This design comes from an exercise in tuning for small area on the open sky130 flow, not from production work.
Only simulation tests tie the RTL to the original design; equivalence was not proved.
No activity file was given, so power comes from the tool's default toggle rates.

### flow/config.mk
export PLATFORM = sky130hd
export DESIGN_NAME = main
export DESIGN_NICKNAME = main
export VERILOG_FILES = /design/flow/design.v
export SDC_FILE = /design/flow/constraint.sdc
export NUM_CORES = 4
export LEC_CHECK = 0
export CAP_MARGIN = 20
export CORE_MARGIN = 2
export CORE_UTILIZATION = 40
export SLEW_MARGIN = 20
### flow/constraint.sdc
create_clock -name core_clock -period 10.0 [get_ports {clk}]
set_input_delay 2.0000 -clock core_clock [delete_from_list [all_inputs] [get_ports {clk}]]
set_output_delay 2.0000 -clock core_clock [all_outputs]
set_load 0.01 [all_outputs]
### flow/design.v
`timescale 1ns / 1ps
module main(
    input clk,
    input rst,
    input [1:0] state_input,
    input secset,
    input minset,
    input hourset,
    input [5:0] timenum,
    output [7:0] seg,
    output [7:0] an
    );
localparam [16:0] D1_RST  = 17'b01100000010110101;
localparam [16:0] D1_TICK = 17'b10110011100011101;
localparam [16:0] D1_MASK = 17'b10111111111110111;
reg [16:0] d1;
wire tick_s = (d1 & D1_MASK) == (D1_TICK & D1_MASK);
always @(posedge clk)
    if (rst) d1 <= D1_RST;
    else     d1 <= {d1[15:0], d1[16] ^ d1[13] ^ tick_s};
localparam [6:0] D2_RST  = 7'b0110100;
localparam [6:0] D2_TICK = 7'b0010100;
localparam [6:0] D2_MASK = 7'b0111111;
reg [6:0] d2;
wire step = (d2 & D2_MASK) == (D2_TICK & D2_MASK);
always @(posedge clk)
    if (rst) d2 <= D2_RST;
    else     d2 <= {d2[5:0], d2[6] ^ d2[5] ^ step};
wire run  = state_input == 2'b00;
wire setm = state_input[0] ^ state_input[1];
wire ldm  = state_input == 2'b11;
reg [5:0] sec, sec_reg;
reg sec60sig;
always @(posedge clk)
    if (rst) begin
        sec <= 0; sec_reg <= 0; sec60sig <= 0;
    end else if (tick_s) begin
        if (run) begin
            sec <= (sec == 59) ? 6'd0 : sec + 6'd1;
            sec60sig <= (sec == 59);
        end
    end else begin
        if (setm && secset) sec_reg <= timenum;
        else if (ldm && secset) sec <= sec_reg;
    end
reg s_now, s_before;
always @(posedge clk) begin
    s_now <= sec60sig;
    s_before <= s_now;
end
wire tick_m = s_now & ~s_before;
reg [5:0] min, min_reg;
reg min60sig;
always @(posedge clk)
    if (rst) begin
        min <= 0; min_reg <= 0; min60sig <= 0;
    end else if (tick_m) begin
        if (run) begin
            min <= (min == 59) ? 6'd0 : min + 6'd1;
            min60sig <= (min == 59);
        end
    end else begin
        if (setm && minset) min_reg <= timenum;
        else if (ldm && minset) min <= min_reg;
    end
reg m_now, m_before;
always @(posedge clk) begin
    m_now <= min60sig;
    m_before <= m_now;
end
wire tick_h = m_now & ~m_before;
reg [5:0] hour, hour_reg;
always @(posedge clk)
    if (rst) begin
        hour <= 0; hour_reg <= 0;
    end else if (tick_h) begin
        if (run)
            hour <= (hour == 23) ? 6'd0 : hour + 6'd1;
    end else begin
        if (setm && hourset) hour_reg <= timenum;
        else if (ldm && hourset) hour <= hour_reg;
    end
reg [2:0] sc;
reg [3:0] Q;
wire [2:0] k = (sc == 3'd6) ? 3'd0 : sc;       
wire [5:0] v = (k[2:1] == 2'd0) ? sec : (k[2:1] == 2'd1) ? min : hour;
wire [2:0] H = (v > 49) ? 3'd5 : (v > 39) ? 3'd4 : (v > 29) ? 3'd3 :
               (v > 19) ? 3'd2 : (v > 9) ? 3'd1 : 3'd0;
wire [5:0] Lw = v - H * 4'd10;
wire [3:0] dig = k[0] ? {1'b0, H} : Lw[3:0];
always @(posedge clk, posedge rst)
    if (rst) begin
        sc <= 3'd0;
        Q <= 4'hF;
    end else if (step) begin
        sc <= k + 3'd1;
        Q <= dig;
    end
assign an[7:6] = 2'b11;
genvar i;
generate for (i = 0; i < 6; i = i + 1) begin : g_an
    assign an[i] = sc != (i + 1);
end endgenerate
reg [6:0] sg;
always @* begin
    case (Q)
        4'd0: sg = 7'h40;
        4'd1: sg = 7'h79;
        4'd2: sg = 7'h24;
        4'd3: sg = 7'h30;
        4'd4: sg = 7'h19;
        4'd5: sg = 7'h12;
        4'd6: sg = 7'h02;
        4'd7: sg = 7'h78;
        4'd8: sg = 7'h00;
        4'd9: sg = 7'h10;
        default: sg = 7'h7F;
    endcase
end
assign seg = {1'b1, sg};
endmodule
### flow/run.sh
#!/bin/bash
# synth_recipe.tcl (not shown) runs the flow's synth.tcl, then flattens the netlist and writes it again
# the make line also repeats each setting of config.mk as NAME=value (left out here)
make -C /OpenROAD-flow-scripts/flow DESIGN_CONFIG=/design/flow/config.mk WORK_HOME=/design/flow/orfs CLKGATE_MAP_FILE= SYNTH_SCRIPT=/design/flow/synth_recipe.tcl finish
==> flow_summary.json <==
{
  "status": "timing/DRC/antenna clean",
  "place_inst": 526,
  "initial_core_util_pct": 41.6,
  "rows": 34,
  "critPathArrivalTime_ps": 2180,
  "leakage_nw": 1.64,
  "ys_types": 57,
  "worstHoldStart": "sec60sig",
  "finalSetupTns_ps": 0,
  "ys_warn_count": 1,
  "num_vias": 2839,
  "first_global_vias": 2743,
  "fp.dieH_um": 99.4,
  "diodes": 0,
  "syn_avg_cell_area_sq_um": 8.72,
  "synthArstFlopShare_pct": 9.59,
  "synthFlopType": "dfxtp_1",
  "synth_xor_area_share_pct": 1.68,
  "cts_sinks": 73,
  "fillerInstances": 864,
  "pwr_density_cell_mw_per_mm2": 198,
  "layout_min_cycle_time_ps": 4180,
  "regArea_sq_mm": 0.00150,
  "wirelength_um": 7560,
  "gp_congestion": 0.887,
  "rsz0062_at_grt": "no",
  "htree_num_levels": 3,
  "synthCells": 418,
  "slew_headroom_pct": 30.6,
  "slew_viol_final": 0,
  "drt_iter0_markers": 133,
  "worst_slack_ps": 5820,
  "synth_compound_area_share_pct": 14.3,
  "drtAntennaViolNets": 0,
  "drt_first_pass_iters": 4,
  "startpoint": "Q[1]",
  "fin_skew_ps": 10.6,
  "synth_top_family_by_area": "simple AND/OR/NAND/NOR gates",
  "critPathMaxFanout": 6,
  "cts_tree": "built",
  "place_ws_ps": 5780,
  "area_delta_synth_final_pct": 12.1,
  "grtUsageMet3_pct": 3.44,
  "die_x_um": 99.4,
  "antenna_found_initial": 0,
  "period_share_pct": 41.8,
  "syn-cell-area_sq_mm": 0.00364,
  "largest_reg_flops": 17,
  "grt.met2_usage_pct": 26.1,
  "max_freq_ghz": 0.239,
  "boundaryPins": 29,
  "holdBufCountCts": 0,
  "grt_max_degree": 62,
  "irDropWorstVdd_v": 0.000107,
  "reg2reg_depth": 12,
  "clk_pin_slew_ps": 90,
  "dpl.hpwl_um": 5360,
  "hold_path_end": "s_now",
  "synth_simple_gate_area_share_pct": 23.7,
  "r2r-start": "sc[1]",
  "setup_viol": 0,
  "worst_setup_path_end_kind": "primary output",
  "drc": 0,
  "startpoint_type": "register",
  "multiInputGateArea_sq_mm": 0.00196,
  "max-cap-violations": 0,
  "cts_resized": 0,
  "grt_use_total_pct": 16.3,
  "grt.busiest_layer": "met2",
  "worstSkewPairLatency_ps": 350,
  "nNetsFinal": 455,
  "synth-adder-area-share_pct": 4.67,
  "ys_ff_latch": 73,
  "layout_commonest_cell": "dfxtp_1",
  "worstMarginPinSlew_ps": 1040,
  "cts_buffer_depth": 2,
  "cts_made_buffers": 9,
  "final_cell_mix": "dfxtp_1, nor2_1, mux2i_1",
  "ys_seq_area_share_pct": 41.2,
  "die_area_sq_mm": 0.00989,
  "worstSetupPathType": "register to primary output",
  "required_ps": 8000,
  "muxShareOfSynthArea_pct": 9.13,
  "vias_per_cell": 5.24,
  "clock-root-buffer": "clkbuf_8",
  "port-buffer-count": 25,
  "gr-total-overflow": 0,
  "hold_depth": 0,
  "grt_pass1_wl_um": 13000,
  "wl_per_cell_um": 13.9,
  "hp-class": "register to register",
  "synth_edf_count": 0,
  "drive_above_1_share_pct": 9.91,
  "rr_endpoint": "Q[3]",
  "final_cells": 542,
  "gr-usage-met1_pct": 22.2,
  "post_cts_buffers": 0,
  "largest-register": "d1",
  "hold_violations": 0,
  "coreArea_sq_mm": 0.00876,
  "r2r_slack_ps": 6380
}
## per-layer routing
layer / routed length, um / share of wire, %
met5: 0 / 0
met4: 62 / 0.82
met3: 314 / 4.2
met2: 3520 / 47
met1: 3660 / 48
## critical path, cell delays in order (launching register included)
cell             delay [ps]
dfstp_2                 590
inv_1                   100
ha_1                    180
or2_2                   280
a21oi_1                 140
nor2_1                   50
clkdlybuf4s50_1         490
## cell families (layout without fill, tap and decap cells)
family,Yosys count,count (layout)
muxes,33,33
DFF,73,73
AOI/OAI and AO/OA,83,83
and+or+nand+nor,169,169
xor gates and xnor gates,7,7
adders and majority gates,13,13
buffers and inverters,39,53
other,1,3
## cells in the mapped netlist, types with 3 or more instances
master	number	share of area, %
nor2b_1	24	4.1
a22oi_1	5	1.0
dfxtp_1	66	36
and3_1	5	0.86
nand2_1	27	2.8
a211oi_1	7	1.4
o211ai_1	5	1.0
or2_2	14	2.4
a21oi_1	29	4.0
o21ai_0	16	2.2
xnor2_1	4	0.96
nand3_1	12	1.6
ha_1	12	4.1
o31ai_1	3	0.62
inv_1	11	1.1
mux2i_1	31	8.5
nand3b_1	3	0.62
nand2b_1	8	1.4
a31oi_1	3	0.52
clkbuf_1	19	2.0
dfstp_2	4	2.9
dfrtp_1	3	2.1
nor3_1	3	0.41
buf_4	5	1.0
nor2_1	57	5.9
xor2_1	3	0.72
## area by class of cell
type | instances | area share, %
flip-flops and latches | 73 | 36.8
clock inverters | 7 | 1.84
clock buffers | 9 | 3.03
well taps | 108 | 3.31
multi-input cells | 308 | 48.0
inverters | 12 | 1.10
repair buffers | 25 | 6.00
## worst max path at each step
stage | endpoint | cells past startpoint | slack, ps
finish | seg[3] | 6 | 5820
global route | seg[3] | 6 | 5730
CTS | seg[3] | 6 | 5790
detailed placement | sec[0] | 8 | 5780
global placement | sec[5] | 7 | 5930
floorplan | min[3] | 9 | 6670
## stage by stage
stage	power, mW	hold WS [ps]	cell area [sq um]	util, %
2_1_floorplan	0.514	330	3650	-
3_3_place_gp	0.581	336	3890	44.3
3_5_place_dp	0.584	334	3890	44.3
4_1_cts	0.818	352	4090	46.6
5_1_grt	0.863	357	4090	46.6
6_report	0.809	353	4090	46.6
## where the power goes
group | total [mW] | internal (mW) | leakage, nW | switching, mW
registers | 0.352 | 0.316 | 0.621 | 0.0363
clock network | 0.233 | 0.117 | 0.104 | 0.115
logic | 0.224 | 0.114 | 0.917 | 0.110

## afterwards: timing with drivers on the ports
In the flow no input, the clock included, has a driving cell. The finished layout below was timed again as built, in two steps. Step 1 (the two cells are an assumption about what drives the block):
set clk [get_ports {clk}]
set_driving_cell -lib_cell sky130_fd_sc_hd__clkbuf_16 $clk
set_driving_cell -lib_cell sky130_fd_sc_hd__buf_2 [delete_from_list [all_inputs] $clk]
Step 2, shift: input delay + t, output delay - t, t = (earliest + latest rising clock arrival at the registers) / 2. This alone moves slack from input paths to output paths. Three values: ideal ports, drivers, drivers and shift; two values: the first two.
t, ns: 0.371
slack for setup (ns): 5.823 / 5.794 / 5.818
hold WS [ns]: 0.353 / 0.353 / 0.353
clock arrival spread, ns: 0.012 / 0.012
pins driven straight from the clock port: 1
After both steps setup and hold are still met in this run. The setup slack of this run moves by -0.029 ns with the drivers and by -0.005 ns with both steps.
